What follows belongs to an exercise in optimizing a design on an open flow for small area, a short achievable clock period and few clock cycles per item; a production flow would make more cautious choices.
The clock port is modelled as an ideal driver, which makes a skipped or thinned clock tree look cheaper than it is; a real chip needs a root buffer or a tree.
Power and IR drop assume default switching activity.

==> flow/design.v <==
module subordinate #(
    localparam DATA_WIDTH = 32,
    localparam ADDRESS_WIDTH = 4
) (
    input  axi_aclk_in,
    input  axi_aresetn_in,
    input  [ADDRESS_WIDTH-1:0] axi_awaddr_in,
    input  [2:0] axi_awprot_in,
    input  axi_awvalid_in,
    input  [DATA_WIDTH-1:0] axi_wdata_in,
    input  [ADDRESS_WIDTH-1:0] axi_wstrb_in,
    input  axi_wvalid_in,
    input  axi_bready_in,
    input  [ADDRESS_WIDTH-1:0] axi_araddr_in,
    input  [2:0] axi_arprot_in,
    input  axi_arvalid_in,
    input  axi_rready_in,
    output axi_awready_out,
    output axi_wready_out,
    output [1:0] axi_bresp_out,
    output axi_bvalid_out,
    output axi_arready_out,
    output [DATA_WIDTH-1:0] axi_rdata_out,
    output [1:0] axi_rresp_out,
    output axi_rvalid_out
);
    reg [4*DATA_WIDTH-1:0] regs;
    wire write = axi_awvalid_in && axi_wvalid_in;
    assign axi_awready_out = axi_wvalid_in;
    assign axi_wready_out  = axi_awvalid_in;
    wire [DATA_WIDTH-1:0] wd = axi_wdata_in & {DATA_WIDTH{axi_aresetn_in}};
    integer n, k;
    always @(posedge axi_aclk_in)
        for (n = 0; n < 4; n = n + 1)
            for (k = 0; k < DATA_WIDTH/8; k = k + 1)
                if (!axi_aresetn_in || (write && axi_awaddr_in[3:2] == n && axi_wstrb_in[k]))
                    regs[n*DATA_WIDTH+k*8+:8] <= wd[k*8+:8];
    reg       bvalid;
    reg [2:0] bq;
    wire      bslot  = !bvalid || axi_bready_in;
    wire [2:0] bq_inc = bq + 3'd1;
    wire [2:0] bq_dec = (bq == 3'd0) ? 3'd0 : bq - 3'd1;
    always @(posedge axi_aclk_in)
        if (!axi_aresetn_in) begin
            bvalid <= 1'b0;
            bq     <= 3'd0;
        end else begin
            if (bslot)
                bvalid <= write || (bq != 3'd0);
            case ({bslot, write})
            2'b00: bq <= bq;
            2'b01: bq <= bq_inc;
            2'b10: bq <= bq_dec;
            2'b11: bq <= bq;
            endcase
        end
    assign axi_bvalid_out = bvalid;
    assign axi_bresp_out  = 2'b00;
    reg                  rvalid;
    reg [DATA_WIDTH-1:0] rdata;
    wire rslot = !rvalid || axi_rready_in;
    assign axi_arready_out = rslot;
    always @(posedge axi_aclk_in)
        if (!axi_aresetn_in)
            rvalid <= 1'b0;
        else if (rslot)
            rvalid <= axi_arvalid_in;
    always @(posedge axi_aclk_in)
        if (rslot)
            rdata <= regs[axi_araddr_in[3:2]*DATA_WIDTH+:DATA_WIDTH];
    assign axi_rvalid_out = rvalid;
    assign axi_rdata_out  = rdata;
    assign axi_rresp_out  = 2'b00;
endmodule
clock: 2.5 ns
lec_check: 0
cap_margin: 20
core_margin: 2
core_utilization: 40
setup_slack_margin: 1.1
slew_margin: 20
standard.sh (not shown) runs the stock make flow with config.mk's settings and CLKGATE_MAP_FILE= SYNTH_SCRIPT=/design/flow/synth_recipe.tcl, a recipe that flattens the netlist after the stock synthesis.
==> flow/flow/run.sh <==
#!/bin/bash
# Standard ORFS layout with two changes: plain buffers (instead of the
# default delay cells) on the ports, and a two-level clock tree built by
# flow/cts.tcl in place of TritonCTS: the clock port drives 2 sky130_fd_sc_hd__clkbuf_16,
# which drive 12 sky130_fd_sc_hd__clkbuf_8 leaf buffers, each driving one cluster of registers.
# ORFS logs stay under orfs/logs; make's output goes to flow_make.log.
set -euo pipefail
export BUFFER_PORTS_ARGS="-buffer_cell sky130_fd_sc_hd__buf_1"
export PRE_CTS_TCL="$(pwd)/flow/cts.tcl"
export MY_CTS_N1=2
export MY_CTS_CELL1=sky130_fd_sc_hd__clkbuf_16
export MY_CTS_N2=12
export MY_CTS_CELL2=sky130_fd_sc_hd__clkbuf_8

bash standard.sh > flow_make.log 2>&1
Other scripts of this flow, unchanged in this note and not shown: flow/flow/cts.tcl
The first run passed the timing, DRC and antenna checks.
==> next run, changes <==
--- a/flow/design.v
+++ b/flow/design.v
@@ -24,36 +24,28 @@
     output [1:0] axi_rresp_out,
     output axi_rvalid_out
 );
     reg [4*DATA_WIDTH-1:0] regs;
-    wire write = axi_awvalid_in && axi_wvalid_in;
-    assign axi_awready_out = axi_wvalid_in;
-    assign axi_wready_out  = axi_awvalid_in;
+    reg  bvalid;
+    reg  bfree;
+    wire bslot = bfree || axi_bready_in;
+    wire write = axi_awvalid_in && axi_wvalid_in && bslot;
+    assign axi_awready_out = axi_wvalid_in && bslot;
+    assign axi_wready_out  = axi_awvalid_in && bslot;
     wire [DATA_WIDTH-1:0] wd = axi_wdata_in & {DATA_WIDTH{axi_aresetn_in}};
     integer n, k;
     always @(posedge axi_aclk_in)
         for (n = 0; n < 4; n = n + 1)
             for (k = 0; k < DATA_WIDTH/8; k = k + 1)
                 if (!axi_aresetn_in || (write && axi_awaddr_in[3:2] == n && axi_wstrb_in[k]))
                     regs[n*DATA_WIDTH+k*8+:8] <= wd[k*8+:8];
-    reg       bvalid;
-    reg [2:0] bq;
-    wire      bslot  = !bvalid || axi_bready_in;
-    wire [2:0] bq_inc = bq + 3'd1;
-    wire [2:0] bq_dec = (bq == 3'd0) ? 3'd0 : bq - 3'd1;
     always @(posedge axi_aclk_in)
         if (!axi_aresetn_in) begin
             bvalid <= 1'b0;
-            bq     <= 3'd0;
-        end else begin
-            if (bslot)
-                bvalid <= write || (bq != 3'd0);
-            case ({bslot, write})
-            2'b00: bq <= bq;
-            2'b01: bq <= bq_inc;
-            2'b10: bq <= bq_dec;
-            2'b11: bq <= bq;
-            endcase
+            bfree  <= 1'b1;
+        end else if (bslot) begin
+            bvalid <= write;
+            bfree  <= !write;
         end
     assign axi_bvalid_out = bvalid;
     assign axi_bresp_out  = 2'b00;
     reg                  rvalid;
What happened: Combinational power went up by a few percent; design area went up by a few percent; worst setup slack degrades by 120 ps; sequential cell count went down by 2; die area went down by a few percent; clock skew went down by 18 ps; hold slack degrades by 15 ps; via count went down slightly; sequential share of layout area went down by 2.2 points.
No functional check of the RTL was part of any run of this note. No run of this note takes its clock network from TritonCTS; it comes from the design's own scripts or RTL.

## re-timing with driven ports
Ports are ideal in the flow. The routed layouts listed here were re-timed in OpenROAD. Step 1 assumes that a clkbuf_16 drives the clock port and a buf_2 every other input. Step 2 moves the port delays by t, midway between the first and last clock arrival at a register: inputs arrive t later, outputs are due t later. That takes back most of the time a late clock gives input paths. Three values: ideal ports, drivers, drivers and shift; two values: the first two.
run | shift t [ns] | setup slack, ns | worst register clock-pin slew, ns | worst data-port slew with drivers (ns) | pins driven straight from the clock port
the first run | 0.353 | 1.060 / 1.062 / 0.733 | 0.12 / 0.12 | 0.05 | 2
the second run | 0.369 | 0.944 / 0.881 / 0.691 | 0.12 / 0.12 | 0.07 | 2
After both steps setup and hold are still met in every run listed. The setup slack of the first run, which loses most, moves by +0.002 ns with the drivers and by -0.327 ns with both steps.
